What follows belongs to an exercise in optimizing a design on an open flow for small area; a production flow would make more cautious choices. The RTL was checked by simulation tests, not by an equivalence proof against the original design. No driver is modelled on the clock port, so clock power and skew are understated where the tree is cut down; a real chip needs a root buffer or a tree. Power figures rest on the tool's default switching activity, not on a simulated workload.

Design top, start of the top module:
module top (
    input clk,
    input rst,
    input [1:0] baud_fix,
    input [7:0] data_in,
    input sbtn,
    input rx_pin,
    input loopback_en,
    output tx,
    output [7:0] data_out
);
export LEC_CHECK = 0
export CAP_MARGIN = 20
export CORE_MARGIN = 2
export CORE_UTILIZATION = 65
export GPL_TIMING_DRIVEN = 0
export SLEW_MARGIN = 20
create_clock -name core_clock -period 10.0 [get_ports {clk}]
standard.sh (not shown) runs the stock make flow with config.mk's settings and CLKGATE_MAP_FILE= SYNTH_SCRIPT=/design/flow/synth_recipe.tcl, a recipe that flattens the netlist after the stock synthesis.
==> flow/flow/run.sh <==
#!/bin/bash
# Own layout flow: the standard ORFS flow (standard.sh) with
#  - synthesis: the standard flow's script, but abc maps with an area-oriented script,
#  - port buffers: sky130_fd_sc_hd__buf_1,
#  - clock: a few hand-placed clock buffers instead of TritonCTS's tree.
# make's full output goes to flow_make.log here; each ORFS step also keeps
# its own log under orfs/logs/.
set -euo pipefail
F="$(cd "$(dirname "$0")" && pwd)"
cd "$F/.."
bash standard.sh \
  SYNTH_SCRIPT="$F/synth.tcl" \
  BUFFER_PORTS_ARGS="-buffer_cell sky130_fd_sc_hd__buf_1" \
  PRE_CTS_TCL="$F/cts_pre.tcl" \
  MANUAL_CLKBUF_COUNT=2 MANUAL_CLKBUF_CELL=sky130_fd_sc_hd__clkbuf_16 \
  finish > flow_make.log 2>&1
Other scripts of this flow, unchanged in this note and not shown: flow/flow/abc_min_01.script, flow/flow/abc_min_02.script, flow/flow/abc_min_03.script, flow/flow/abc_min_04.script, flow/flow/abc_min_05.script, flow/flow/abc_min_06.script, flow/flow/abc_min_07.script, flow/flow/abc_min_08.script, flow/flow/abc_min_09.script, flow/flow/abc_min_10.script, flow/flow/abc_min_11.script, flow/flow/abc_min_12.script, flow/flow/clkbuf.tcl, flow/flow/cts_pre.tcl, flow/flow/synth.tcl
Change:
- CAP_MARGIN: 20 -> 0
- GPL_TIMING_DRIVEN: 0 -> not set
- SLEW_MARGIN: 20 -> 0
=> The new run ran to the end with no violations. Worst setup slack gains 440 ps. Flip-flop and latch count stays the same. Area after synthesis stays the same. Via count grows by 4.2%. Wire length grows by 5.7%. First-iteration DRC count shrinks by 1.7%. Fmax grows by 10%.
In every run of this note, the design's own scripts or RTL, not TritonCTS, make the clock network.

---

Another version of the RTL of top (not shown whole).
Size: about 200 cells after synthesis, ~60 flip-flops, roughly 24 I/O pins, ~2200 µm² of cells after synthesis.
clock: 10.0 ns
lec_check: 0
cap_margin: 20
core_margin: 2
core_utilization: 65
slew_margin: 20
==> flow/flow/run.sh <==
#!/bin/bash
# Own layout flow: the standard ORFS flow (standard.sh) with
#  - synthesis: the standard flow's script, but abc maps with an area-oriented script,
#  - port buffers: sky130_fd_sc_hd__buf_1,
#  - clock: a few hand-placed clock buffers instead of TritonCTS's tree.
# make's full output goes to flow_make.log here; each ORFS step also keeps
# its own log under orfs/logs/.
set -euo pipefail
F="$(cd "$(dirname "$0")" && pwd)"
cd "$F/.."
bash standard.sh \
  SYNTH_SCRIPT="$F/synth.tcl" \
  BUFFER_PORTS_ARGS="-buffer_cell sky130_fd_sc_hd__buf_1" \
  PRE_CTS_TCL="$F/cts_pre.tcl" \
  MANUAL_CLKBUF_COUNT=4 MANUAL_CLKBUF_CELL=sky130_fd_sc_hd__clkbuf_8 \
  finish > flow_make.log 2>&1
==> flow/flow/abc_min1.script <==
strash
&get -n
&deepsyn -T 20 -S 3
&put
dch -f
amap
topo
==> flow/flow/abc_min2.script <==
strash
&get -n
&deepsyn -T 20 -S 3
&put
amap
topo
==> flow/flow/abc_min3.script <==
strash
&get -n
&deepsyn -T 20 -S 1
&put
dch -f
amap
topo
==> flow/flow/abc_min4.script <==
strash
&get -n
&deepsyn -T 20 -S 1
&put
amap
topo
==> flow/flow/cts_pre.tcl <==
# Clock tree: instead of TritonCTS's H-tree, the clock port drives a few
# buffers, each feeding one cluster of registers (see clkbuf.tcl).
source [file join [file dirname [info script]] clkbuf.tcl]
my_manual_clock_buffers $::env(MANUAL_CLKBUF_COUNT) $::env(MANUAL_CLKBUF_CELL)
rename clock_tree_synthesis ""
proc clock_tree_synthesis {args} { puts "clock_tree_synthesis skipped: clock buffers placed by hand" }
Other scripts of this flow, unchanged in this note and not shown: flow/flow/clkbuf.tcl, flow/flow/synth.tcl
The starting point completed without violations.
Next try:
--- a/flow/flow/run.sh
+++ b/flow/flow/run.sh
@@ -14,3 +14,3 @@
   PRE_CTS_TCL="$F/cts_pre.tcl" \
-  MANUAL_CLKBUF_COUNT=4 MANUAL_CLKBUF_CELL=sky130_fd_sc_hd__clkbuf_8 \
+  MANUAL_CLKBUF_COUNT=2 MANUAL_CLKBUF_CELL=sky130_fd_sc_hd__clkbuf_16 \
   finish > flow_make.log 2>&1
Settings changed: CORE_UTILIZATION 65 to 85.
=> The changed run never finished: it broke off in clock tree synthesis with DPL-0033; area after synthesis stays the same; synthesized cell count is unchanged.
Next try:
--- a/flow/flow/run.sh
+++ b/flow/flow/run.sh
@@ -14,3 +14,3 @@
   PRE_CTS_TCL="$F/cts_pre.tcl" \
-  MANUAL_CLKBUF_COUNT=2 MANUAL_CLKBUF_CELL=sky130_fd_sc_hd__clkbuf_16 \
+  MANUAL_CLKBUF_COUNT=4 MANUAL_CLKBUF_CELL=sky130_fd_sc_hd__clkbuf_8 \
   finish > flow_make.log 2>&1
==> flow/flow/abc_min_1.script (new file) <==
strash
&get -n
&deepsyn -T 60 -S 1
&put
dch -f
amap
topo
==> flow/flow/abc_min_2.script (new file) <==
strash
&get -n
&deepsyn -T 60 -S 2
&put
dch -f
amap
topo
==> flow/flow/abc_min_3.script (new file) <==
strash
&get -n
&deepsyn -T 60 -S 3
&put
dch -f
amap
topo
==> flow/flow/abc_min_4.script (new file) <==
strash
&get -n
&deepsyn -T 60 -S 4
&put
dch -f
amap
topo
==> flow/flow/abc_min_5.script (new file) <==
strash
&get -n
&deepsyn -T 60 -S 5
&put
dch -f
amap
topo
==> flow/flow/abc_min_6.script (new file) <==
strash
&get -n
&deepsyn -T 60 -S 6
&put
dch -f
amap
topo
Settings changed: CORE_UTILIZATION 85 to 65.
removed: flow/flow/abc_min1.script
removed: flow/flow/abc_min2.script
removed: flow/flow/abc_min3.script
removed: flow/flow/abc_min4.script
With this change the flow completed with no timing, DRC or antenna violations.
Synthesized area came out lower by 0.63%.
Synthesized cell count came out lower by 0.50%.
Next try:
--- a/flow/flow/run.sh
+++ b/flow/flow/run.sh
@@ -14,3 +14,3 @@
   PRE_CTS_TCL="$F/cts_pre.tcl" \
-  MANUAL_CLKBUF_COUNT=4 MANUAL_CLKBUF_CELL=sky130_fd_sc_hd__clkbuf_8 \
+  MANUAL_CLKBUF_COUNT=2 MANUAL_CLKBUF_CELL=sky130_fd_sc_hd__clkbuf_16 \
   finish > flow_make.log 2>&1
=> Sequential cell count stays the same; global-route usage went down by 0.12 points; synthesized cell count does not change; clock power climbs slightly; routed wire length is about the same; die area does not change; critical path depth stays the same; sequential share of layout area goes up by 0.12 points.
The clock cells of the first, third and fourth runs of this note come from the design's own scripts or RTL, not from TritonCTS.

[afterwards: timing with drivers on the ports]
The flow's constraints put no driver on any port. The routed layouts listed below were extracted and timed again, unchanged, in two steps. Step 1, drivers: a clkbuf_16 drives clk and a buf_2 each remaining input, both assumed. Step 2 also shifts input and output timing later by t, the mid clock arrival at the registers, as if the neighbouring blocks saw the same clock. Slacks: no drivers / after step 1 / after step 2; pairs: no drivers / after step 1.
| run | t (ns) | slack for setup (ns) | pins driven straight from the clock port |
|---|---|---|---|
| the first run of note 1 | 0.209 | 5.337 / 5.358 / 5.149 | 2 |
| the second run of note 1 | 0.207 | 5.778 / 5.796 / 5.589 | 2 |
| the first run of note 2 | 0.196 | 5.991 / 6.015 / 5.819 | 4 |
| the third run of note 2 | 0.195 | 5.471 / 5.497 / 5.302 | 4 |
| the fourth run of note 2 | 0.207 | 5.497 / 5.521 / 5.314 | 2 |
After both steps every run listed still meets setup and hold. The setup slack of the second run of note 1, which loses most, moves by +0.018 ns with the drivers and by -0.189 ns with both steps.
